Source: an optimization exercise on an open RTL-to-GDS flow (aim: small area and a short achievable clock period). Production flows keep margins and buffers that such runs may drop.
In this exercise RTL edits were held to simulation tests only and were not proved equivalent to the original.

==> flow/design.v <==
`timescale 1ns / 1ps
module binary_lif_neuron #(
    parameter POTENTIAL_WIDTH = 16,
    parameter FRACTION_BITS = 8
) (
    input wire clk,
    input wire reset,
    input wire I,
    input wire [FRACTION_BITS-1:0] lambda_val_scaled,
    input wire [POTENTIAL_WIDTH-1:0] theta_val_scaled,
    input wire [POTENTIAL_WIDTH-1:0] reset_val_scaled,
    output reg S
);
    reg [15:0] P;
    wire x1;
    wire w3;
    wire x5;
    wire w7;
    wire x9;
    wire w11;
    wire x13;
    wire w15;
    wire x17;
    wire w19;
    wire x21;
    wire w23;
    wire x25;
    wire w27;
    wire x29;
    wire w31;
    wire x33;
    wire w35;
    wire x37;
    wire w39;
    wire x41;
    wire w43;
    wire x45;
    wire w47;
    wire x49;
    wire w51;
    wire x53;
    wire w55;
    wire x57;
    wire w59;
    wire w61;
    wire w63;
    wire w65;
    wire w67;
    wire w69;
    wire w71;
    wire w73;
    wire w75;
    wire w77;
    wire w79;
    wire w81;
    wire w83;
    wire w85;
    wire w87;
    wire w89;
    wire w91;
    wire w93;
    wire w95;
    wire w97;
    wire w99;
    wire w101;
    wire w103;
    wire w105;
    wire w107;
    wire w109;
    wire w111;
    wire w113;
    wire w115;
    wire w117;
    wire w119;
    wire w121;
    wire w123;
    wire w125;
    wire w127;
    wire w129;
    wire w131;
    wire w133;
    wire w135;
    wire w137;
    wire w139;
    wire w141;
    wire w143;
    wire w145;
    wire w147;
    wire w149;
    wire w151;
    wire w153;
    wire w155;
    wire w157;
    wire x159;
    wire x161;
    wire x163;
    wire x165;
    wire x167;
    wire x169;
    wire x171;
    wire x173;
    wire x175;
    wire x177;
    wire x179;
    wire x181;
    wire x183;
    wire x185;
    wire x187;
    wire pp189;
    wire pp190;
    wire pp192;
    wire pp194;
    wire pp196;
    wire pp198;
    wire pp200;
    wire pp202;
    wire pp204;
    wire pp206;
    wire pp208;
    wire pp210;
    wire pp212;
    wire pp214;
    wire pp216;
    wire pp218;
    wire pp220;
    wire pp221;
    wire pp222;
    wire pp223;
    wire pp225;
    wire pp227;
    wire pp229;
    wire pp231;
    wire pp233;
    wire pp235;
    wire pp237;
    wire pp239;
    wire pp241;
    wire pp243;
    wire pp245;
    wire pp247;
    wire pp249;
    wire pp251;
    wire pp253;
    wire pp254;
    wire pp255;
    wire pp256;
    wire pp258;
    wire pp260;
    wire pp262;
    wire pp264;
    wire pp266;
    wire pp268;
    wire pp270;
    wire pp272;
    wire pp274;
    wire pp276;
    wire pp278;
    wire pp280;
    wire pp282;
    wire pp284;
    wire pp286;
    wire pp287;
    wire pp288;
    wire pp289;
    wire pp291;
    wire pp293;
    wire pp295;
    wire pp297;
    wire pp299;
    wire pp301;
    wire pp303;
    wire pp305;
    wire pp307;
    wire pp309;
    wire pp311;
    wire pp313;
    wire pp315;
    wire pp317;
    wire pp319;
    wire pp320;
    wire x321;
    wire w323;
    wire s325;
    wire c326;
    wire s328;
    wire c329;
    wire s331;
    wire c332;
    wire s334;
    wire c335;
    wire s337;
    wire c338;
    wire s340;
    wire c341;
    wire s343;
    wire c344;
    wire s346;
    wire c347;
    wire s349;
    wire c350;
    wire s352;
    wire c353;
    wire s355;
    wire c356;
    wire x358;
    wire w360;
    wire x362;
    wire w364;
    wire x366;
    wire w368;
    wire s370;
    wire c371;
    wire s373;
    wire c374;
    wire i376;
    wire s378;
    wire c379;
    wire s381;
    wire c382;
    wire s384;
    wire c385;
    wire s387;
    wire c388;
    wire s390;
    wire c391;
    wire s393;
    wire c394;
    wire s396;
    wire c397;
    wire s399;
    wire c400;
    wire s402;
    wire c403;
    wire s405;
    wire c406;
    wire s408;
    wire c409;
    wire s411;
    wire c412;
    wire i414;
    wire s416;
    wire c417;
    wire i419;
    wire s421;
    wire c422;
    wire x424;
    wire w426;
    wire x428;
    wire w430;
    wire x432;
    wire w434;
    wire x436;
    wire w438;
    wire x440;
    wire w442;
    wire x444;
    wire w446;
    wire x448;
    wire w450;
    wire w452;
    wire w454;
    wire w456;
    wire w458;
    wire w460;
    wire w462;
    wire w464;
    wire x466;
    wire w468;
    wire x470;
    wire w472;
    wire x474;
    wire w476;
    wire x478;
    wire w480;
    wire x482;
    wire w484;
    wire x486;
    wire w488;
    wire x490;
    wire w492;
    wire x494;
    wire w496;
    wire x498;
    wire w500;
    wire x502;
    wire w504;
    wire x506;
    wire w508;
    wire x510;
    wire w512;
    wire x514;
    wire w516;
    wire x518;
    wire w520;
    wire x522;
    wire w524;
    wire w526;
    wire w528;
    wire w530;
    wire w532;
    wire w534;
    wire w536;
    wire w538;
    wire w540;
    wire w542;
    wire w544;
    wire w546;
    wire w548;
    wire w550;
    wire w552;
    wire w554;
    wire w556;
    wire w558;
    wire w560;
    wire w562;
    wire w564;
    wire w566;
    wire w568;
    wire w570;
    wire w572;
    wire w574;
    wire w576;
    wire w578;
    wire w580;
    wire w582;
    wire w584;
    wire w586;
    wire w588;
    wire w590;
    wire w592;
    wire w594;
    wire w596;
    wire w598;
    wire w600;
    wire w602;
    wire w604;
    wire w606;
    wire w608;
    wire w610;
    wire w612;
    wire w614;
    wire w616;
    wire w618;
    wire w620;
    wire w622;
    wire w624;
    wire x626;
    wire x628;
    wire x630;
    wire x632;
    wire x634;
    wire x636;
    wire x638;
    wire x640;
    wire x642;
    wire x644;
    wire x646;
    wire x648;
    wire x650;
    wire x652;
    wire x654;
    wire x656;
    wire s658;
    wire c659;
    wire s661;
    wire c662;
    wire s664;
    wire c665;
    wire s667;
    wire c668;
    wire s670;
    wire c671;
    wire s673;
    wire c674;
    wire s676;
    wire c677;
    wire s679;
    wire c680;
    wire s682;
    wire c683;
    wire s685;
    wire c686;
    wire s688;
    wire c689;
    wire s691;
    wire c692;
    wire s694;
    wire c695;
    wire s697;
    wire c698;
    wire i700;
    wire s702;
    wire c703;
    wire x705;
    wire w707;
    wire i709;
    wire fg711;
    wire fp712;
    wire fg715;
    wire fp716;
    wire fg719;
    wire fp720;
    wire fg723;
    wire fp724;
    wire fg727;
    wire fp728;
    wire fg731;
    wire fp732;
    wire fg735;
    wire fp736;
    wire fg739;
    wire fp740;
    wire fg743;
    wire fp744;
    wire fg747;
    wire fp748;
    wire fg751;
    wire fp752;
    wire fg755;
    wire fp756;
    wire fg759;
    wire fp760;
    wire fg763;
    wire fp764;
    wire fg767;
    wire fp768;
    wire fg771;
    wire fp772;
    wire i775;
    wire i777;
    wire fz779;
    wire w781;
    wire w783;
    wire w785;
    wire w787;
    wire w789;
    wire w791;
    wire w793;
    wire w795;
    wire w797;
    wire w799;
    wire w801;
    wire w803;
    wire w805;
    wire w807;
    wire w809;
    wire w811;
    wire w813;
    wire w815;
    wire w817;
    wire w819;
    wire w821;
    wire w823;
    wire w825;
    wire w827;
    wire w829;
    wire w831;
    wire i833;
    wire i835;
    lif_xor2 u2 (.a(P[1]), .b(P[0]), .y(x1));
    lif_g0 u4 (.i0(P[1]), .i1(P[0]), .y(w3));
    lif_xor2 u6 (.a(P[2]), .b(P[1]), .y(x5));
    lif_g0 u8 (.i0(P[2]), .i1(P[1]), .y(w7));
    lif_xor2 u10 (.a(P[3]), .b(P[2]), .y(x9));
    lif_g0 u12 (.i0(P[3]), .i1(P[2]), .y(w11));
    lif_xor2 u14 (.a(P[4]), .b(P[3]), .y(x13));
    lif_g0 u16 (.i0(P[4]), .i1(P[3]), .y(w15));
    lif_xor2 u18 (.a(P[5]), .b(P[4]), .y(x17));
    lif_g0 u20 (.i0(P[5]), .i1(P[4]), .y(w19));
    lif_xor2 u22 (.a(P[6]), .b(P[5]), .y(x21));
    lif_g0 u24 (.i0(P[6]), .i1(P[5]), .y(w23));
    lif_xor2 u26 (.a(P[7]), .b(P[6]), .y(x25));
    lif_g0 u28 (.i0(P[7]), .i1(P[6]), .y(w27));
    lif_xor2 u30 (.a(P[8]), .b(P[7]), .y(x29));
    lif_g0 u32 (.i0(P[8]), .i1(P[7]), .y(w31));
    lif_xor2 u34 (.a(P[9]), .b(P[8]), .y(x33));
    lif_g0 u36 (.i0(P[9]), .i1(P[8]), .y(w35));
    lif_xor2 u38 (.a(P[10]), .b(P[9]), .y(x37));
    lif_g0 u40 (.i0(P[10]), .i1(P[9]), .y(w39));
    lif_xor2 u42 (.a(P[11]), .b(P[10]), .y(x41));
    lif_g0 u44 (.i0(P[11]), .i1(P[10]), .y(w43));
    lif_xor2 u46 (.a(P[12]), .b(P[11]), .y(x45));
    lif_g0 u48 (.i0(P[12]), .i1(P[11]), .y(w47));
    lif_xor2 u50 (.a(P[13]), .b(P[12]), .y(x49));
    lif_g0 u52 (.i0(P[13]), .i1(P[12]), .y(w51));
    lif_xor2 u54 (.a(P[14]), .b(P[13]), .y(x53));
    lif_g0 u56 (.i0(P[14]), .i1(P[13]), .y(w55));
    lif_xor2 u58 (.a(P[15]), .b(P[14]), .y(x57));
    lif_g0 u60 (.i0(P[15]), .i1(P[14]), .y(w59));
    lif_g1 u62 (.i0(w7), .i1(x5), .i2(w3), .y(w61));
    lif_g1 u64 (.i0(w15), .i1(x13), .i2(w11), .y(w63));
    lif_g0 u66 (.i0(x13), .i1(x9), .y(w65));
    lif_g1 u68 (.i0(w23), .i1(x21), .i2(w19), .y(w67));
    lif_g0 u70 (.i0(x21), .i1(x17), .y(w69));
    lif_g1 u72 (.i0(w31), .i1(x29), .i2(w27), .y(w71));
    lif_g0 u74 (.i0(x29), .i1(x25), .y(w73));
    lif_g1 u76 (.i0(w39), .i1(x37), .i2(w35), .y(w75));
    lif_g0 u78 (.i0(x37), .i1(x33), .y(w77));
    lif_g1 u80 (.i0(w47), .i1(x45), .i2(w43), .y(w79));
    lif_g0 u82 (.i0(x45), .i1(x41), .y(w81));
    lif_g1 u84 (.i0(w55), .i1(x53), .i2(w51), .y(w83));
    lif_g0 u86 (.i0(x53), .i1(x49), .y(w85));
    lif_g2 u88 (.i0(1'b0), .i1(P[15]), .i2(w59), .y(w87));
    lif_g0 u90 (.i0(P[15]), .i1(x57), .y(w89));
    lif_g3 u92 (.i0(w11), .i1(x9), .i2(w61), .y(w91));
    lif_g4 u94 (.i0(w63), .i1(w65), .i2(w61), .y(w93));
    lif_g3 u96 (.i0(w27), .i1(x25), .i2(w67), .y(w95));
    lif_g5 u98 (.i0(x25), .i1(w69), .y(w97));
    lif_g4 u100 (.i0(w71), .i1(w73), .i2(w67), .y(w99));
    lif_g6 u102 (.i0(w73), .i1(w69), .y(w101));
    lif_g3 u104 (.i0(w43), .i1(x41), .i2(w75), .y(w103));
    lif_g5 u106 (.i0(x41), .i1(w77), .y(w105));
    lif_g4 u108 (.i0(w79), .i1(w81), .i2(w75), .y(w107));
    lif_g6 u110 (.i0(w81), .i1(w77), .y(w109));
    lif_g3 u112 (.i0(w59), .i1(x57), .i2(w83), .y(w111));
    lif_g5 u114 (.i0(x57), .i1(w85), .y(w113));
    lif_g7 u116 (.i0(w87), .i1(w89), .i2(w83), .y(w115));
    lif_g6 u118 (.i0(w89), .i1(w85), .y(w117));
    lif_g1 u120 (.i0(w19), .i1(x17), .i2(w93), .y(w119));
    lif_g8 u122 (.i0(w67), .i1(w69), .i2(w93), .y(w121));
    lif_g9 u124 (.i0(w95), .i1(w97), .i2(w93), .y(w123));
    lif_g1 u126 (.i0(w99), .i1(w101), .i2(w93), .y(w125));
    lif_g1 u128 (.i0(w51), .i1(x49), .i2(w107), .y(w127));
    lif_g0 u130 (.i0(x49), .i1(w109), .y(w129));
    lif_g8 u132 (.i0(w83), .i1(w85), .i2(w107), .y(w131));
    lif_g10 u134 (.i0(w85), .i1(w109), .y(w133));
    lif_g9 u136 (.i0(w111), .i1(w113), .i2(w107), .y(w135));
    lif_g10 u138 (.i0(w113), .i1(w109), .y(w137));
    lif_g2 u140 (.i0(w115), .i1(w117), .i2(w107), .y(w139));
    lif_g0 u142 (.i0(w117), .i1(w109), .y(w141));
    lif_g3 u144 (.i0(w35), .i1(x33), .i2(w125), .y(w143));
    lif_g4 u146 (.i0(w75), .i1(w77), .i2(w125), .y(w145));
    lif_g7 u148 (.i0(w103), .i1(w105), .i2(w125), .y(w147));
    lif_g3 u150 (.i0(w107), .i1(w109), .i2(w125), .y(w149));
    lif_g4 u152 (.i0(w127), .i1(w129), .i2(w125), .y(w151));
    lif_g4 u154 (.i0(w131), .i1(w133), .i2(w125), .y(w153));
    lif_g4 u156 (.i0(w135), .i1(w137), .i2(w125), .y(w155));
    lif_g7 u158 (.i0(w139), .i1(w141), .i2(w125), .y(w157));
    lif_xnor2 u160 (.a(x5), .b(w3), .y(x159));
    lif_xor2 u162 (.a(x9), .b(w61), .y(x161));
    lif_xnor2 u164 (.a(x13), .b(w91), .y(x163));
    lif_xnor2 u166 (.a(x17), .b(w93), .y(x165));
    lif_xor2 u168 (.a(x21), .b(w119), .y(x167));
    lif_xor2 u170 (.a(x25), .b(w121), .y(x169));
    lif_xor2 u172 (.a(x29), .b(w123), .y(x171));
    lif_xor2 u174 (.a(x33), .b(w125), .y(x173));
    lif_xnor2 u176 (.a(x37), .b(w143), .y(x175));
    lif_xnor2 u178 (.a(x41), .b(w145), .y(x177));
    lif_xor2 u180 (.a(x45), .b(w147), .y(x179));
    lif_xnor2 u182 (.a(x49), .b(w149), .y(x181));
    lif_xnor2 u184 (.a(x53), .b(w151), .y(x183));
    lif_xnor2 u186 (.a(x57), .b(w153), .y(x185));
    lif_xnor2 u188 (.a(P[15]), .b(w155), .y(x187));
    wire [17:0] P3 = {w157, x187, x185, x183, x181, x179, x177, x175, x173, x171, x169, x167, x165, x163, x161, x159, x1, P[0]};
    wire [17:0] P1 = {2'b00, P};
    wire [17:0] P2 = {1'b0, P, 1'b0};
    wire s0_0 = ~lambda_val_scaled[0] & ~lambda_val_scaled[1];
    wire s1_0 =  lambda_val_scaled[0] & ~lambda_val_scaled[1];
    wire s2_0 = ~lambda_val_scaled[0] &  lambda_val_scaled[1];
    wire s3_0 =  lambda_val_scaled[0] &  lambda_val_scaled[1];
    assign pp189 = ~((P1[0] & s1_0) | (P3[0] & s3_0));
    lif_sel u191 (.a(P1[1]), .b(P2[1]), .c(P3[1]), .sa(s1_0), .sb(s2_0), .sc(s3_0), .yn(pp190));
    lif_sel u193 (.a(P1[2]), .b(P2[2]), .c(P3[2]), .sa(s1_0), .sb(s2_0), .sc(s3_0), .yn(pp192));
    lif_sel u195 (.a(P1[3]), .b(P2[3]), .c(P3[3]), .sa(s1_0), .sb(s2_0), .sc(s3_0), .yn(pp194));
    lif_sel u197 (.a(P1[4]), .b(P2[4]), .c(P3[4]), .sa(s1_0), .sb(s2_0), .sc(s3_0), .yn(pp196));
    lif_sel u199 (.a(P1[5]), .b(P2[5]), .c(P3[5]), .sa(s1_0), .sb(s2_0), .sc(s3_0), .yn(pp198));
    lif_sel u201 (.a(P1[6]), .b(P2[6]), .c(P3[6]), .sa(s1_0), .sb(s2_0), .sc(s3_0), .yn(pp200));
    lif_sel u203 (.a(P1[7]), .b(P2[7]), .c(P3[7]), .sa(s1_0), .sb(s2_0), .sc(s3_0), .yn(pp202));
    lif_sel u205 (.a(P1[8]), .b(P2[8]), .c(P3[8]), .sa(s1_0), .sb(s2_0), .sc(s3_0), .yn(pp204));
    lif_sel u207 (.a(P1[9]), .b(P2[9]), .c(P3[9]), .sa(s1_0), .sb(s2_0), .sc(s3_0), .yn(pp206));
    lif_sel u209 (.a(P1[10]), .b(P2[10]), .c(P3[10]), .sa(s1_0), .sb(s2_0), .sc(s3_0), .yn(pp208));
    lif_sel u211 (.a(P1[11]), .b(P2[11]), .c(P3[11]), .sa(s1_0), .sb(s2_0), .sc(s3_0), .yn(pp210));
    lif_sel u213 (.a(P1[12]), .b(P2[12]), .c(P3[12]), .sa(s1_0), .sb(s2_0), .sc(s3_0), .yn(pp212));
    lif_sel u215 (.a(P1[13]), .b(P2[13]), .c(P3[13]), .sa(s1_0), .sb(s2_0), .sc(s3_0), .yn(pp214));
    lif_sel u217 (.a(P1[14]), .b(P2[14]), .c(P3[14]), .sa(s1_0), .sb(s2_0), .sc(s3_0), .yn(pp216));
    lif_sel u219 (.a(P1[15]), .b(P2[15]), .c(P3[15]), .sa(s1_0), .sb(s2_0), .sc(s3_0), .yn(pp218));
    assign pp220 = ~((I & (s0_0 | s1_0)) | (s2_0 & (P2[16] ^ I)) | (s3_0 & (P3[16] ^ I)));
    assign pp221 = ~((s2_0 & (P2[16] & I)) | (s3_0 & (P3[17] ^ (P3[16] & I))));
    wire s0_1 = ~lambda_val_scaled[2] & ~lambda_val_scaled[3];
    wire s1_1 =  lambda_val_scaled[2] & ~lambda_val_scaled[3];
    wire s2_1 = ~lambda_val_scaled[2] &  lambda_val_scaled[3];
    wire s3_1 =  lambda_val_scaled[2] &  lambda_val_scaled[3];
    assign pp222 = ~((P1[0] & s1_1) | (P3[0] & s3_1));
    lif_sel u224 (.a(P1[1]), .b(P2[1]), .c(P3[1]), .sa(s1_1), .sb(s2_1), .sc(s3_1), .yn(pp223));
    lif_sel u226 (.a(P1[2]), .b(P2[2]), .c(P3[2]), .sa(s1_1), .sb(s2_1), .sc(s3_1), .yn(pp225));
    lif_sel u228 (.a(P1[3]), .b(P2[3]), .c(P3[3]), .sa(s1_1), .sb(s2_1), .sc(s3_1), .yn(pp227));
    lif_sel u230 (.a(P1[4]), .b(P2[4]), .c(P3[4]), .sa(s1_1), .sb(s2_1), .sc(s3_1), .yn(pp229));
    lif_sel u232 (.a(P1[5]), .b(P2[5]), .c(P3[5]), .sa(s1_1), .sb(s2_1), .sc(s3_1), .yn(pp231));
    lif_sel u234 (.a(P1[6]), .b(P2[6]), .c(P3[6]), .sa(s1_1), .sb(s2_1), .sc(s3_1), .yn(pp233));
    lif_sel u236 (.a(P1[7]), .b(P2[7]), .c(P3[7]), .sa(s1_1), .sb(s2_1), .sc(s3_1), .yn(pp235));
    lif_sel u238 (.a(P1[8]), .b(P2[8]), .c(P3[8]), .sa(s1_1), .sb(s2_1), .sc(s3_1), .yn(pp237));
    lif_sel u240 (.a(P1[9]), .b(P2[9]), .c(P3[9]), .sa(s1_1), .sb(s2_1), .sc(s3_1), .yn(pp239));
    lif_sel u242 (.a(P1[10]), .b(P2[10]), .c(P3[10]), .sa(s1_1), .sb(s2_1), .sc(s3_1), .yn(pp241));
    lif_sel u244 (.a(P1[11]), .b(P2[11]), .c(P3[11]), .sa(s1_1), .sb(s2_1), .sc(s3_1), .yn(pp243));
    lif_sel u246 (.a(P1[12]), .b(P2[12]), .c(P3[12]), .sa(s1_1), .sb(s2_1), .sc(s3_1), .yn(pp245));
    lif_sel u248 (.a(P1[13]), .b(P2[13]), .c(P3[13]), .sa(s1_1), .sb(s2_1), .sc(s3_1), .yn(pp247));
    lif_sel u250 (.a(P1[14]), .b(P2[14]), .c(P3[14]), .sa(s1_1), .sb(s2_1), .sc(s3_1), .yn(pp249));
    lif_sel u252 (.a(P1[15]), .b(P2[15]), .c(P3[15]), .sa(s1_1), .sb(s2_1), .sc(s3_1), .yn(pp251));
    assign pp253 = ~((P2[16] & s2_1) | (P3[16] & s3_1));
    assign pp254 = ~((P3[17] & s3_1));
    wire s0_2 = ~lambda_val_scaled[4] & ~lambda_val_scaled[5];
    wire s1_2 =  lambda_val_scaled[4] & ~lambda_val_scaled[5];
    wire s2_2 = ~lambda_val_scaled[4] &  lambda_val_scaled[5];
    wire s3_2 =  lambda_val_scaled[4] &  lambda_val_scaled[5];
    assign pp255 = ~((P1[0] & s1_2) | (P3[0] & s3_2));
    lif_sel u257 (.a(P1[1]), .b(P2[1]), .c(P3[1]), .sa(s1_2), .sb(s2_2), .sc(s3_2), .yn(pp256));
    lif_sel u259 (.a(P1[2]), .b(P2[2]), .c(P3[2]), .sa(s1_2), .sb(s2_2), .sc(s3_2), .yn(pp258));
    lif_sel u261 (.a(P1[3]), .b(P2[3]), .c(P3[3]), .sa(s1_2), .sb(s2_2), .sc(s3_2), .yn(pp260));
    lif_sel u263 (.a(P1[4]), .b(P2[4]), .c(P3[4]), .sa(s1_2), .sb(s2_2), .sc(s3_2), .yn(pp262));
    lif_sel u265 (.a(P1[5]), .b(P2[5]), .c(P3[5]), .sa(s1_2), .sb(s2_2), .sc(s3_2), .yn(pp264));
    lif_sel u267 (.a(P1[6]), .b(P2[6]), .c(P3[6]), .sa(s1_2), .sb(s2_2), .sc(s3_2), .yn(pp266));
    lif_sel u269 (.a(P1[7]), .b(P2[7]), .c(P3[7]), .sa(s1_2), .sb(s2_2), .sc(s3_2), .yn(pp268));
    lif_sel u271 (.a(P1[8]), .b(P2[8]), .c(P3[8]), .sa(s1_2), .sb(s2_2), .sc(s3_2), .yn(pp270));
    lif_sel u273 (.a(P1[9]), .b(P2[9]), .c(P3[9]), .sa(s1_2), .sb(s2_2), .sc(s3_2), .yn(pp272));
    lif_sel u275 (.a(P1[10]), .b(P2[10]), .c(P3[10]), .sa(s1_2), .sb(s2_2), .sc(s3_2), .yn(pp274));
    lif_sel u277 (.a(P1[11]), .b(P2[11]), .c(P3[11]), .sa(s1_2), .sb(s2_2), .sc(s3_2), .yn(pp276));
    lif_sel u279 (.a(P1[12]), .b(P2[12]), .c(P3[12]), .sa(s1_2), .sb(s2_2), .sc(s3_2), .yn(pp278));
    lif_sel u281 (.a(P1[13]), .b(P2[13]), .c(P3[13]), .sa(s1_2), .sb(s2_2), .sc(s3_2), .yn(pp280));
    lif_sel u283 (.a(P1[14]), .b(P2[14]), .c(P3[14]), .sa(s1_2), .sb(s2_2), .sc(s3_2), .yn(pp282));
    lif_sel u285 (.a(P1[15]), .b(P2[15]), .c(P3[15]), .sa(s1_2), .sb(s2_2), .sc(s3_2), .yn(pp284));
    assign pp286 = ~((P2[16] & s2_2) | (P3[16] & s3_2));
    assign pp287 = ~((P3[17] & s3_2));
    wire s0_3 = ~lambda_val_scaled[6] & ~lambda_val_scaled[7];
    wire s1_3 =  lambda_val_scaled[6] & ~lambda_val_scaled[7];
    wire s2_3 = ~lambda_val_scaled[6] &  lambda_val_scaled[7];
    wire s3_3 =  lambda_val_scaled[6] &  lambda_val_scaled[7];
    assign pp288 = ~((P1[0] & s1_3) | (P3[0] & s3_3));
    lif_sel u290 (.a(P1[1]), .b(P2[1]), .c(P3[1]), .sa(s1_3), .sb(s2_3), .sc(s3_3), .yn(pp289));
    lif_sel u292 (.a(P1[2]), .b(P2[2]), .c(P3[2]), .sa(s1_3), .sb(s2_3), .sc(s3_3), .yn(pp291));
    lif_sel u294 (.a(P1[3]), .b(P2[3]), .c(P3[3]), .sa(s1_3), .sb(s2_3), .sc(s3_3), .yn(pp293));
    lif_sel u296 (.a(P1[4]), .b(P2[4]), .c(P3[4]), .sa(s1_3), .sb(s2_3), .sc(s3_3), .yn(pp295));
    lif_sel u298 (.a(P1[5]), .b(P2[5]), .c(P3[5]), .sa(s1_3), .sb(s2_3), .sc(s3_3), .yn(pp297));
    lif_sel u300 (.a(P1[6]), .b(P2[6]), .c(P3[6]), .sa(s1_3), .sb(s2_3), .sc(s3_3), .yn(pp299));
    lif_sel u302 (.a(P1[7]), .b(P2[7]), .c(P3[7]), .sa(s1_3), .sb(s2_3), .sc(s3_3), .yn(pp301));
    lif_sel u304 (.a(P1[8]), .b(P2[8]), .c(P3[8]), .sa(s1_3), .sb(s2_3), .sc(s3_3), .yn(pp303));
    lif_sel u306 (.a(P1[9]), .b(P2[9]), .c(P3[9]), .sa(s1_3), .sb(s2_3), .sc(s3_3), .yn(pp305));
    lif_sel u308 (.a(P1[10]), .b(P2[10]), .c(P3[10]), .sa(s1_3), .sb(s2_3), .sc(s3_3), .yn(pp307));
    lif_sel u310 (.a(P1[11]), .b(P2[11]), .c(P3[11]), .sa(s1_3), .sb(s2_3), .sc(s3_3), .yn(pp309));
    lif_sel u312 (.a(P1[12]), .b(P2[12]), .c(P3[12]), .sa(s1_3), .sb(s2_3), .sc(s3_3), .yn(pp311));
    lif_sel u314 (.a(P1[13]), .b(P2[13]), .c(P3[13]), .sa(s1_3), .sb(s2_3), .sc(s3_3), .yn(pp313));
    lif_sel u316 (.a(P1[14]), .b(P2[14]), .c(P3[14]), .sa(s1_3), .sb(s2_3), .sc(s3_3), .yn(pp315));
    lif_sel u318 (.a(P1[15]), .b(P2[15]), .c(P3[15]), .sa(s1_3), .sb(s2_3), .sc(s3_3), .yn(pp317));
    assign pp319 = ~((P2[16] & s2_3) | (P3[16] & s3_3));
    assign pp320 = ~((P3[17] & s3_3));
    lif_xnor2 u322 (.a(pp200), .b(pp229), .y(x321));
    lif_g6 u324 (.i0(pp200), .i1(pp229), .y(w323));
    lif_fa u327 (.a(pp202), .b(pp231), .c(pp260), .s(s325), .co(c326));
    lif_fa u330 (.a(pp204), .b(pp233), .c(pp262), .s(s328), .co(c329));
    lif_fa u333 (.a(pp206), .b(pp235), .c(pp264), .s(s331), .co(c332));
    lif_fa u336 (.a(pp208), .b(pp237), .c(pp266), .s(s334), .co(c335));
    lif_fa u339 (.a(pp210), .b(pp239), .c(pp268), .s(s337), .co(c338));
    lif_fa u342 (.a(pp212), .b(pp241), .c(pp270), .s(s340), .co(c341));
    lif_fa u345 (.a(pp214), .b(pp243), .c(pp272), .s(s343), .co(c344));
    lif_fa u348 (.a(pp216), .b(pp245), .c(pp274), .s(s346), .co(c347));
    lif_fa u351 (.a(pp218), .b(pp247), .c(pp276), .s(s349), .co(c350));
    lif_fa u354 (.a(pp220), .b(pp249), .c(pp278), .s(s352), .co(c353));
    lif_fa u357 (.a(pp221), .b(pp251), .c(pp280), .s(s355), .co(c356));
    lif_xnor2 u359 (.a(pp253), .b(pp282), .y(x358));
    lif_g6 u361 (.i0(pp253), .i1(pp282), .y(w360));
    lif_xnor2 u363 (.a(pp254), .b(pp284), .y(x362));
    lif_g6 u365 (.i0(pp254), .i1(pp284), .y(w364));
    lif_xnor2 u367 (.a(pp196), .b(pp225), .y(x366));
    lif_g6 u369 (.i0(pp196), .i1(pp225), .y(w368));
    lif_fa u372 (.a(pp198), .b(pp227), .c(pp256), .s(s370), .co(c371));
    lif_fa u375 (.a(pp258), .b(pp288), .c(x321), .s(s373), .co(c374));
    lif_inv u377 (.a(w323), .y(i376));
    lif_fa u380 (.a(pp289), .b(s325), .c(i376), .s(s378), .co(c379));
    lif_fa u383 (.a(pp291), .b(s328), .c(c326), .s(s381), .co(c382));
    lif_fa u386 (.a(pp293), .b(s331), .c(c329), .s(s384), .co(c385));
    lif_fa u389 (.a(pp295), .b(s334), .c(c332), .s(s387), .co(c388));
    lif_fa u392 (.a(pp297), .b(s337), .c(c335), .s(s390), .co(c391));
    lif_fa u395 (.a(pp299), .b(s340), .c(c338), .s(s393), .co(c394));
    lif_fa u398 (.a(pp301), .b(s343), .c(c341), .s(s396), .co(c397));
    lif_fa u401 (.a(pp303), .b(s346), .c(c344), .s(s399), .co(c400));
    lif_fa u404 (.a(pp305), .b(s349), .c(c347), .s(s402), .co(c403));
    lif_fa u407 (.a(pp307), .b(s352), .c(c350), .s(s405), .co(c406));
    lif_fa u410 (.a(pp309), .b(s355), .c(c353), .s(s408), .co(c409));
    lif_fa u413 (.a(pp311), .b(x358), .c(c356), .s(s411), .co(c412));
    lif_inv u415 (.a(w360), .y(i414));
    lif_fa u418 (.a(pp313), .b(x362), .c(i414), .s(s416), .co(c417));
    lif_inv u420 (.a(w364), .y(i419));
    lif_fa u423 (.a(pp286), .b(pp315), .c(i419), .s(s421), .co(c422));
    lif_xnor2 u425 (.a(pp287), .b(pp317), .y(x424));
    lif_g6 u427 (.i0(pp287), .i1(pp317), .y(w426));
    lif_xor2 u429 (.a(pp192), .b(pp222), .y(x428));
    lif_g6 u431 (.i0(pp192), .i1(pp222), .y(w430));
    lif_xor2 u433 (.a(pp194), .b(pp223), .y(x432));
    lif_g6 u435 (.i0(pp194), .i1(pp223), .y(w434));
    lif_xor2 u437 (.a(pp255), .b(x366), .y(x436));
    lif_g6 u439 (.i0(pp255), .i1(x366), .y(w438));
    lif_xnor2 u441 (.a(s370), .b(w368), .y(x440));
    lif_g10 u443 (.i0(s370), .i1(w368), .y(w442));
    lif_xor2 u445 (.a(s373), .b(c371), .y(x444));
    lif_g6 u447 (.i0(s373), .i1(c371), .y(w446));
    lif_xor2 u449 (.a(s378), .b(c374), .y(x448));
    lif_g6 u451 (.i0(s378), .i1(c374), .y(w450));
    lif_g11 u453 (.i0(w434), .i1(x432), .i2(w430), .y(w452));
    lif_g3 u455 (.i0(w442), .i1(x440), .i2(w438), .y(w454));
    lif_g0 u457 (.i0(x440), .i1(x436), .y(w456));
    lif_g11 u459 (.i0(w450), .i1(x448), .i2(w446), .y(w458));
    lif_g0 u461 (.i0(x448), .i1(x444), .y(w460));
    lif_g9 u463 (.i0(w454), .i1(w456), .i2(w452), .y(w462));
    lif_g7 u465 (.i0(w458), .i1(w460), .i2(w462), .y(w464));
    lif_xor2 u467 (.a(s381), .b(c379), .y(x466));
    lif_g6 u469 (.i0(s381), .i1(c379), .y(w468));
    lif_xor2 u471 (.a(s384), .b(c382), .y(x470));
    lif_g6 u473 (.i0(s384), .i1(c382), .y(w472));
    lif_xor2 u475 (.a(s387), .b(c385), .y(x474));
    lif_g6 u477 (.i0(s387), .i1(c385), .y(w476));
    lif_xor2 u479 (.a(s390), .b(c388), .y(x478));
    lif_g6 u481 (.i0(s390), .i1(c388), .y(w480));
    lif_xor2 u483 (.a(s393), .b(c391), .y(x482));
    lif_g6 u485 (.i0(s393), .i1(c391), .y(w484));
    lif_xor2 u487 (.a(s396), .b(c394), .y(x486));
    lif_g6 u489 (.i0(s396), .i1(c394), .y(w488));
    lif_xor2 u491 (.a(s399), .b(c397), .y(x490));
    lif_g6 u493 (.i0(s399), .i1(c397), .y(w492));
    lif_xor2 u495 (.a(s402), .b(c400), .y(x494));
    lif_g6 u497 (.i0(s402), .i1(c400), .y(w496));
    lif_xor2 u499 (.a(s405), .b(c403), .y(x498));
    lif_g6 u501 (.i0(s405), .i1(c403), .y(w500));
    lif_xor2 u503 (.a(s408), .b(c406), .y(x502));
    lif_g6 u505 (.i0(s408), .i1(c406), .y(w504));
    lif_xor2 u507 (.a(s411), .b(c409), .y(x506));
    lif_g6 u509 (.i0(s411), .i1(c409), .y(w508));
    lif_xor2 u511 (.a(s416), .b(c412), .y(x510));
    lif_g6 u513 (.i0(s416), .i1(c412), .y(w512));
    lif_xor2 u515 (.a(s421), .b(c417), .y(x514));
    lif_g6 u517 (.i0(s421), .i1(c417), .y(w516));
    lif_xor2 u519 (.a(x424), .b(c422), .y(x518));
    lif_g6 u521 (.i0(x424), .i1(c422), .y(w520));
    lif_xnor2 u523 (.a(pp319), .b(w426), .y(x522));
    lif_g10 u525 (.i0(pp319), .i1(w426), .y(w524));
    lif_g11 u527 (.i0(w468), .i1(x466), .i2(w464), .y(w526));
    lif_g2 u529 (.i0(w472), .i1(x470), .i2(w526), .y(w528));
    lif_g11 u531 (.i0(w480), .i1(x478), .i2(w476), .y(w530));
    lif_g0 u533 (.i0(x478), .i1(x474), .y(w532));
    lif_g11 u535 (.i0(w488), .i1(x486), .i2(w484), .y(w534));
    lif_g0 u537 (.i0(x486), .i1(x482), .y(w536));
    lif_g11 u539 (.i0(w496), .i1(x494), .i2(w492), .y(w538));
    lif_g0 u541 (.i0(x494), .i1(x490), .y(w540));
    lif_g11 u543 (.i0(w504), .i1(x502), .i2(w500), .y(w542));
    lif_g0 u545 (.i0(x502), .i1(x498), .y(w544));
    lif_g11 u547 (.i0(w512), .i1(x510), .i2(w508), .y(w546));
    lif_g0 u549 (.i0(x510), .i1(x506), .y(w548));
    lif_g11 u551 (.i0(w520), .i1(x518), .i2(w516), .y(w550));
    lif_g0 u553 (.i0(x518), .i1(x514), .y(w552));
    lif_g8 u555 (.i0(1'b0), .i1(pp320), .i2(w524), .y(w554));
    lif_g10 u557 (.i0(pp320), .i1(x522), .y(w556));
    lif_g2 u559 (.i0(w476), .i1(x474), .i2(w528), .y(w558));
    lif_g9 u561 (.i0(w530), .i1(w532), .i2(w528), .y(w560));
    lif_g2 u563 (.i0(w492), .i1(x490), .i2(w534), .y(w562));
    lif_g5 u565 (.i0(x490), .i1(w536), .y(w564));
    lif_g9 u567 (.i0(w538), .i1(w540), .i2(w534), .y(w566));
    lif_g6 u569 (.i0(w540), .i1(w536), .y(w568));
    lif_g2 u571 (.i0(w508), .i1(x506), .i2(w542), .y(w570));
    lif_g5 u573 (.i0(x506), .i1(w544), .y(w572));
    lif_g9 u575 (.i0(w546), .i1(w548), .i2(w542), .y(w574));
    lif_g6 u577 (.i0(w548), .i1(w544), .y(w576));
    lif_g1 u579 (.i0(w524), .i1(x522), .i2(w550), .y(w578));
    lif_g5 u581 (.i0(x522), .i1(w552), .y(w580));
    lif_g8 u583 (.i0(w554), .i1(w556), .i2(w550), .y(w582));
    lif_g6 u585 (.i0(w556), .i1(w552), .y(w584));
    lif_g11 u587 (.i0(w484), .i1(x482), .i2(w560), .y(w586));
    lif_g7 u589 (.i0(w534), .i1(w536), .i2(w560), .y(w588));
    lif_g7 u591 (.i0(w562), .i1(w564), .i2(w560), .y(w590));
    lif_g11 u593 (.i0(w566), .i1(w568), .i2(w560), .y(w592));
    lif_g11 u595 (.i0(w516), .i1(x514), .i2(w574), .y(w594));
    lif_g0 u597 (.i0(x514), .i1(w576), .y(w596));
    lif_g7 u599 (.i0(w550), .i1(w552), .i2(w574), .y(w598));
    lif_g10 u601 (.i0(w552), .i1(w576), .y(w600));
    lif_g4 u603 (.i0(w578), .i1(w580), .i2(w574), .y(w602));
    lif_g10 u605 (.i0(w580), .i1(w576), .y(w604));
    lif_g11 u607 (.i0(w582), .i1(w584), .i2(w574), .y(w606));
    lif_g0 u609 (.i0(w584), .i1(w576), .y(w608));
    lif_g2 u611 (.i0(w500), .i1(x498), .i2(w592), .y(w610));
    lif_g9 u613 (.i0(w542), .i1(w544), .i2(w592), .y(w612));
    lif_g9 u615 (.i0(w570), .i1(w572), .i2(w592), .y(w614));
    lif_g2 u617 (.i0(w574), .i1(w576), .i2(w592), .y(w616));
    lif_g9 u619 (.i0(w594), .i1(w596), .i2(w592), .y(w618));
    lif_g8 u621 (.i0(w598), .i1(w600), .i2(w592), .y(w620));
    lif_g9 u623 (.i0(w602), .i1(w604), .i2(w592), .y(w622));
    lif_g9 u625 (.i0(w606), .i1(w608), .i2(w592), .y(w624));
    lif_xor2 u627 (.a(x466), .b(w464), .y(x626));
    lif_xnor2 u629 (.a(x470), .b(w526), .y(x628));
    lif_xnor2 u631 (.a(x474), .b(w528), .y(x630));
    lif_xnor2 u633 (.a(x478), .b(w558), .y(x632));
    lif_xor2 u635 (.a(x482), .b(w560), .y(x634));
    lif_xnor2 u637 (.a(x486), .b(w586), .y(x636));
    lif_xor2 u639 (.a(x490), .b(w588), .y(x638));
    lif_xor2 u641 (.a(x494), .b(w590), .y(x640));
    lif_xnor2 u643 (.a(x498), .b(w592), .y(x642));
    lif_xnor2 u645 (.a(x502), .b(w610), .y(x644));
    lif_xor2 u647 (.a(x506), .b(w612), .y(x646));
    lif_xor2 u649 (.a(x510), .b(w614), .y(x648));
    lif_xnor2 u651 (.a(x514), .b(w616), .y(x650));
    lif_xor2 u653 (.a(x518), .b(w618), .y(x652));
    lif_xor2 u655 (.a(x522), .b(w620), .y(x654));
    lif_xnor2 u657 (.a(pp320), .b(w622), .y(x656));
    wire [15:0] Pc = {x656, x654, x652, x650, x648, x646, x644, x642, x640, x638, x636, x634, x632, x630, x628, x626};
    lif_fa u660 (.a(s381), .b(c379), .c(theta_val_scaled[0]), .s(s658), .co(c659));
    lif_fa u663 (.a(s384), .b(c382), .c(theta_val_scaled[1]), .s(s661), .co(c662));
    lif_fa u666 (.a(s387), .b(c385), .c(theta_val_scaled[2]), .s(s664), .co(c665));
    lif_fa u669 (.a(s390), .b(c388), .c(theta_val_scaled[3]), .s(s667), .co(c668));
    lif_fa u672 (.a(s393), .b(c391), .c(theta_val_scaled[4]), .s(s670), .co(c671));
    lif_fa u675 (.a(s396), .b(c394), .c(theta_val_scaled[5]), .s(s673), .co(c674));
    lif_fa u678 (.a(s399), .b(c397), .c(theta_val_scaled[6]), .s(s676), .co(c677));
    lif_fa u681 (.a(s402), .b(c400), .c(theta_val_scaled[7]), .s(s679), .co(c680));
    lif_fa u684 (.a(s405), .b(c403), .c(theta_val_scaled[8]), .s(s682), .co(c683));
    lif_fa u687 (.a(s408), .b(c406), .c(theta_val_scaled[9]), .s(s685), .co(c686));
    lif_fa u690 (.a(s411), .b(c409), .c(theta_val_scaled[10]), .s(s688), .co(c689));
    lif_fa u693 (.a(s416), .b(c412), .c(theta_val_scaled[11]), .s(s691), .co(c692));
    lif_fa u696 (.a(s421), .b(c417), .c(theta_val_scaled[12]), .s(s694), .co(c695));
    lif_fa u699 (.a(x424), .b(c422), .c(theta_val_scaled[13]), .s(s697), .co(c698));
    lif_inv u701 (.a(w426), .y(i700));
    lif_fa u704 (.a(pp319), .b(i700), .c(theta_val_scaled[14]), .s(s702), .co(c703));
    lif_xnor2 u706 (.a(pp320), .b(theta_val_scaled[15]), .y(x705));
    lif_g6 u708 (.i0(pp320), .i1(theta_val_scaled[15]), .y(w707));
    lif_inv u710 (.a(w464), .y(i709));
    lif_nor2 u713 (.a(s658), .b(i709), .y(fg711));
    lif_nand2 u714 (.a(s658), .b(i709), .y(fp712));
    lif_nor2 u717 (.a(s661), .b(c659), .y(fg715));
    lif_nand2 u718 (.a(s661), .b(c659), .y(fp716));
    lif_nor2 u721 (.a(s664), .b(c662), .y(fg719));
    lif_nand2 u722 (.a(s664), .b(c662), .y(fp720));
    lif_nor2 u725 (.a(s667), .b(c665), .y(fg723));
    lif_nand2 u726 (.a(s667), .b(c665), .y(fp724));
    lif_nor2 u729 (.a(s670), .b(c668), .y(fg727));
    lif_nand2 u730 (.a(s670), .b(c668), .y(fp728));
    lif_nor2 u733 (.a(s673), .b(c671), .y(fg731));
    lif_nand2 u734 (.a(s673), .b(c671), .y(fp732));
    lif_nor2 u737 (.a(s676), .b(c674), .y(fg735));
    lif_nand2 u738 (.a(s676), .b(c674), .y(fp736));
    lif_nor2 u741 (.a(s679), .b(c677), .y(fg739));
    lif_nand2 u742 (.a(s679), .b(c677), .y(fp740));
    lif_nor2 u745 (.a(s682), .b(c680), .y(fg743));
    lif_nand2 u746 (.a(s682), .b(c680), .y(fp744));
    lif_nor2 u749 (.a(s685), .b(c683), .y(fg747));
    lif_nand2 u750 (.a(s685), .b(c683), .y(fp748));
    lif_nor2 u753 (.a(s688), .b(c686), .y(fg751));
    lif_nand2 u754 (.a(s688), .b(c686), .y(fp752));
    lif_nor2 u757 (.a(s691), .b(c689), .y(fg755));
    lif_nand2 u758 (.a(s691), .b(c689), .y(fp756));
    lif_nor2 u761 (.a(s694), .b(c692), .y(fg759));
    lif_nand2 u762 (.a(s694), .b(c692), .y(fp760));
    lif_nor2 u765 (.a(s697), .b(c695), .y(fg763));
    lif_nand2 u766 (.a(s697), .b(c695), .y(fp764));
    lif_nor2 u769 (.a(s702), .b(c698), .y(fg767));
    lif_nand2 u770 (.a(s702), .b(c698), .y(fp768));
    lif_nor2 u773 (.a(x705), .b(c703), .y(fg771));
    lif_nand2 u774 (.a(x705), .b(c703), .y(fp772));
    lif_inv u776 (.a(fg711), .y(i775));
    lif_inv u778 (.a(fp712), .y(i777));
    lif_nand2 u780 (.a(i775), .b(i777), .y(fz779));
    lif_g11 u782 (.i0(fg715), .i1(fp716), .i2(fz779), .y(w781));
    lif_g11 u784 (.i0(fg723), .i1(fp724), .i2(fg719), .y(w783));
    lif_g0 u786 (.i0(fp724), .i1(fp720), .y(w785));
    lif_g11 u788 (.i0(fg731), .i1(fp732), .i2(fg727), .y(w787));
    lif_g0 u790 (.i0(fp732), .i1(fp728), .y(w789));
    lif_g11 u792 (.i0(fg739), .i1(fp740), .i2(fg735), .y(w791));
    lif_g0 u794 (.i0(fp740), .i1(fp736), .y(w793));
    lif_g11 u796 (.i0(fg747), .i1(fp748), .i2(fg743), .y(w795));
    lif_g0 u798 (.i0(fp748), .i1(fp744), .y(w797));
    lif_g11 u800 (.i0(fg755), .i1(fp756), .i2(fg751), .y(w799));
    lif_g0 u802 (.i0(fp756), .i1(fp752), .y(w801));
    lif_g11 u804 (.i0(fg763), .i1(fp764), .i2(fg759), .y(w803));
    lif_g0 u806 (.i0(fp764), .i1(fp760), .y(w805));
    lif_g11 u808 (.i0(fg771), .i1(fp772), .i2(fg767), .y(w807));
    lif_g0 u810 (.i0(fp772), .i1(fp768), .y(w809));
    lif_g9 u812 (.i0(w783), .i1(w785), .i2(w781), .y(w811));
    lif_g9 u814 (.i0(w791), .i1(w793), .i2(w787), .y(w813));
    lif_g6 u816 (.i0(w793), .i1(w789), .y(w815));
    lif_g9 u818 (.i0(w799), .i1(w801), .i2(w795), .y(w817));
    lif_g6 u820 (.i0(w801), .i1(w797), .y(w819));
    lif_g9 u822 (.i0(w807), .i1(w809), .i2(w803), .y(w821));
    lif_g6 u824 (.i0(w809), .i1(w805), .y(w823));
    lif_g11 u826 (.i0(w813), .i1(w815), .i2(w811), .y(w825));
    lif_g11 u828 (.i0(w821), .i1(w823), .i2(w817), .y(w827));
    lif_g0 u830 (.i0(w823), .i1(w819), .y(w829));
    lif_g9 u832 (.i0(w827), .i1(w829), .i2(w825), .y(w831));
    lif_inv u834 (.a(w831), .y(i833));
    lif_inv u836 (.a(w707), .y(i835));
    wire spike = ~(i833 & i835);
    always @(posedge clk or posedge reset) begin
        if (reset) begin
            P <= 16'd0;
            S <= 1'b0;
        end else begin
            S <= spike;
            P <= spike ? reset_val_scaled : Pc;
        end
    end
endmodule
module lif_fa (input wire a, input wire b, input wire c, output wire s, output wire co);
    assign s = a ^ b ^ c;
    assign co = (a & b) | (a & c) | (b & c);
endmodule
module lif_ha (input wire a, input wire b, output wire s, output wire co);
    assign s = a ^ b;
    assign co = a & b;
endmodule
module lif_inv (input wire a, output wire y);
    assign y = ~a;
endmodule
module lif_aoi21 (input wire a, input wire b, input wire c, output wire y);
    assign y = ~(a | (b & c));
endmodule
module lif_oai21 (input wire a, input wire b, input wire c, output wire y);
    assign y = ~(a & (b | c));
endmodule
module lif_nand2 (input wire a, input wire b, output wire y);
    assign y = ~(a & b);
endmodule
module lif_nor2 (input wire a, input wire b, output wire y);
    assign y = ~(a | b);
endmodule
module lif_or2 (input wire a, input wire b, output wire y);
    assign y = a | b;
endmodule
module lif_xor2 (input wire a, input wire b, output wire y);
    assign y = a ^ b;
endmodule
module lif_xnor2 (input wire a, input wire b, output wire y);
    assign y = ~(a ^ b);
endmodule
module lif_geq (input wire a, input wire b, output wire g, output wire p);
    assign g = a & ~b;
    assign p = a | ~b;
endmodule
module lif_sel (input wire a, input wire b, input wire c, input wire sa, input wire sb,
                input wire sc, output wire yn);
    assign yn = ~((a & sa) | (b & sb) | (c & sc));
endmodule
module lif_g0 (input wire i0, input wire i1, output wire y);
    assign y = ~((i0 & i1));
endmodule
module lif_g1 (input wire i0, input wire i1, input wire i2, output wire y);
    assign y = (~i0 | (i1 & ~i2));
endmodule
module lif_g2 (input wire i0, input wire i1, input wire i2, output wire y);
    assign y = ~((i0 | (i1 & ~i2)));
endmodule
module lif_g3 (input wire i0, input wire i1, input wire i2, output wire y);
    assign y = ~((~i0 | (i1 & i2)));
endmodule
module lif_g4 (input wire i0, input wire i1, input wire i2, output wire y);
    assign y = ~((i0 | (~i1 & i2)));
endmodule
module lif_g5 (input wire i0, input wire i1, output wire y);
    assign y = ~((i0 & ~i1));
endmodule
module lif_g6 (input wire i0, input wire i1, output wire y);
    assign y = (~i0 & ~i1);
endmodule
module lif_g7 (input wire i0, input wire i1, input wire i2, output wire y);
    assign y = (~i0 | (~i1 & i2));
endmodule
module lif_g8 (input wire i0, input wire i1, input wire i2, output wire y);
    assign y = (i0 | (~i1 & ~i2));
endmodule
module lif_g9 (input wire i0, input wire i1, input wire i2, output wire y);
    assign y = (~i0 | (~i1 & ~i2));
endmodule
module lif_g10 (input wire i0, input wire i1, output wire y);
    assign y = ~((~i0 & i1));
endmodule
module lif_g11 (input wire i0, input wire i1, input wire i2, output wire y);
    assign y = ~((i0 | (i1 & i2)));
endmodule
==> flow/run.sh <==
#!/bin/bash
# synth_recipe.tcl (not shown) runs the flow's synth.tcl, then flattens the netlist and writes it again
# the make line also repeats each setting of config.mk as NAME=value (left out here)
make -C /OpenROAD-flow-scripts/flow DESIGN_CONFIG=/design/flow/config.mk WORK_HOME=/design/flow/orfs CLKGATE_MAP_FILE= SYNTH_SCRIPT=/design/flow/synth_recipe.tcl finish
==> flow/config.mk <==
export PLATFORM = sky130hd
export DESIGN_NAME = binary_lif_neuron
export DESIGN_NICKNAME = binary_lif_neuron
export VERILOG_FILES = /design/flow/design.v
export SDC_FILE = /design/flow/constraint.sdc
export NUM_CORES = 4
export LEC_CHECK = 0
export CAP_MARGIN = 20
export CORE_MARGIN = 2
export CORE_UTILIZATION = 30
export SETUP_SLACK_MARGIN = 2.5
export SLEW_MARGIN = 20
export SYNTH_HIERARCHICAL = 1
==> flow/constraint.sdc <==
create_clock -name core_clock -period 9.0 [get_ports {clk}]
set_input_delay 1.8000 -clock core_clock [delete_from_list [all_inputs] [get_ports {clk}]]
set_output_delay 1.8000 -clock core_clock [all_outputs]
set_load 0.01 [all_outputs]
==> qor.yml <==
grtUsageTotal_pct: 16.8
drtAntennaViolNets: 0
drtIter0Drc: 564
grt_pass1_wl_mm: 20.3
critPathKind: "primary input to flip-flop"
portBuffers: 43
yosys.area.top_type: "fa_1"
rows: 43
routed_wl_mm: 12.3
die_w_um: 123
dp_hpwl_mm: 9.53
maxCapViolations: 0
yosys_warnings: 7
final_hold_viol_count: 0
hold_depth: 8
htree_levels: 1
syn_to_final_growth_pct: 18.0
start_kind: "primary input"
synth.most_common_cell: "nand2_1"
start_util_pct: 30.7
grt_remaining_overflow: 0
place_ws_ns: 2.18
synth_top_area_share_pct: 19.8
cts_setup_buffers: 0
ys_ff_latch: 17
via_count: 3979
yosys-top-cells-count: "nand2_1 (67), a222oi_1 (59), nor2_1 (49), xor2_1 (47), inv_1 (44)"
worstPathMaxFanout: 17
cts-root-buf: "clkbuf_16"
cts_tree: "yes"
hold_path_class: "flip-flop to flip-flop"
status: "complete, no violations"
num_io_pins: 44
synthFlopType: "dfrtp_1"
drc_errors: 0
synthArstFlopShare_pct: 100
fmax_ghz: 0.161
slew_headroom_pct: 49.6
nets: 618
synth_cell_types: 25
synth_nets: 571
place_congestion: 0.852
cts_buffers: 3
core_area_um2: 13900
worst_pin_slew_ns: 0.753
fin_ws_ns: 2.78
layout-drive-gt1-share_pct: 18.5
fin_crit_sh_pct: 69.1
syn_inst: 484
end_kind: "flip-flop"
yosysSeqAreaShare_pct: 10.0
rsz0062_at_grt: "no"
dr.pass1.iters: 9
fin_skew_ns: 0.00742
fp.dieH_um: 123
grt_pass1_vias: 4095
final-setup-viol-count: 0
min_period_ns: 6.22
clk_latency_ns: 0.26
synth_area_leaders: "fa_1 (20%), a222oi_1 (14%), dfrtp_1 (10%), xor2_1 (9.7%), a21oi_2 (7.8%)"
utilization_pct: 36.2
antenna_found_initial: 0
hold_buffers: 0
wl_per_cell_um: 17.3
crit_arrival_ns: 6.36
required_ns: 9.14
via_per_inst: 5.60
syn_avg_cell_area_um2: 8.79
setup_tns_ns: 0
grt_max_degree: 18
diodes: 0
r2r_cells: 21
clockBufferDepth: 2
nFillCells: 1421
synth_area_um2: 4260
die_area_um2: 15200
synth_edf_count: 0
cts_sinks: 17
clkTransAtPathRegs_ns: 0.06
finalMaxSlewViolations: 0
-- registers in the layout, indices dropped and copies added, names as in the netlist --
register and count:
S 1, P 16
-- layer usage --
metal	share of wire, %	vias to the layer above	GRT usage, %
met2	49	169	29.1
met4	1.8	0	4.76
met5	0	-	0
li1	-	1848	-
met3	6.3	25	1.66
met1	43	1937	22.2
-- modules after synthesis, one instance, submodules excluded, excerpt --
module / copies in the design / cell area [um^2]
lif_g2: 8 / 12.5
lif_g1: 11 / 12.5
lif_g10: 6 / 6.26
binary_lif_neuron: 1 / 888
lif_sel: 59 / 10.0
lif_xor2: 47 / 8.76
lif_g8: 3 / 7.51
lif_g6: 33 / 3.75
lif_g7: 7 / 12.5
lif_g4: 8 / 12.5
-- cell usage in the layout, fill, tap and decap left out, types with 6 or more instances in the layout --
cell              n
mux2_4            9
nor2b_2           6
mux2_2           11
a21boi_2          7
a21oi_2          37
a222oi_1         59
nor2_1           49
nand2b_1         12
nand2_1          67
o21ai_2          18
inv_1            44
clkdlybuf4s50_1  43
o21ai_1          14
xnor2_1          26
fa_1             42
xor2_1           47
dfrtp_1          17
-- logic make-up (layout without fill, tap and decap cells) --
kind of cell | after synthesis | after routing | share of synthesized area [%]
AO/OA/AOI/OAI | 142 | 142 | 29.8
AND/OR/NAND/NOR | 141 | 141 | 14.0
XOR/XNOR | 73 | 73 | 15.0
buffers and inverters | 45 | 91 | 4.35
adder cells (fa/ha/maj) | 44 | 44 | 20.3
multiplexers | 21 | 21 | 6.32
flip-flops | 17 | 17 | 10.0
other | 1 | 1 | 0.0881
-- stage by stage --
step	std cells	cell area, um^2	hold slack [ns]
after detailed placement	706	4890	1.32
after CTS	710	4980	1.35
final	710	5020	1.36
after global routing	710	5020	1.43
after global placement	706	4890	1.32
after floorplan	484	4260	1.12
-- layout make-up --
type                    instances  area (um^2)  share of cell area [%]
inverters                      44          165                    3.29
repair buffers                 43          430                    8.57
clock inverters                 1         5.00                  0.0997
multi-input cells             422         3690                    73.6
clock buffers                   3         75.1                    1.50
flip-flops and latches         17          425                    8.47
well taps                     180          225                    4.49
-- path summary, 6_finish.rpt --
path                                 startpoint  endpoint  slack (ns)
max in group asynchronous                 reset     P[15]        6.60
min                                        P[0]      P[0]        1.36
max                        lambda_val_scaled[4]      P[0]        2.78
max reg2reg                                P[6]      P[0]        3.04
min in group asynchronous                 reset      P[5]        1.95
min reg2reg                                P[0]      P[0]        1.36
-- critical path: stages --
cell	delay [ns]
clkdlybuf4s50_1	0.55
nor2b_2	0.63
a222oi_1	0.26
fa_1	0.51
fa_1	0.56
xor2_1	0.24
nand2_1	0.11
o21ai_2	0.22
inv_1	0.09
nor2_1	0.10
inv_1	0.04
nand2_1	0.07
a21oi_2	0.05
o21ai_1	0.21
a21oi_2	0.10
o21ai_1	0.13
inv_1	0.08
nand2_4	0.24
mux2_2	0.38
-- timing repair --
action	in CTS	in global routing
pin swaps	0	1
endpoints found under the hold margin	0	0
gates resized for setup	3	9
endpoints found under the setup margin	12	16

[what the ideal ports hide]
The results above use ideal ports. As a check the final layout listed here was re-extracted and re-timed, cells and wires unchanged.
Step 1 sets driving cells, clkbuf_16 on the clock port and buf_2 on the other inputs (assumed; they add their load-dependent delay and slew).
Step 2 times the ports against the registers' clock, not the clock port: input delays grow and output delays shrink by t, the midpoint of the rising clock arrivals with the driver on.
a / b / c = no drivers / after step 1 / after step 2; a / b = the first two.
shift t [ns]: 0.291
slack for setup (ns): 2.781 / 2.785 / 2.494
hold slack, ns: 1.361 / 1.361 / 1.361
slew at the worst register clock pin (ns): 0.06 / 0.06
After both steps this run still meets setup and hold. For this run, drivers alone change the setup slack by +0.004 ns; drivers and shift together by -0.287 ns.
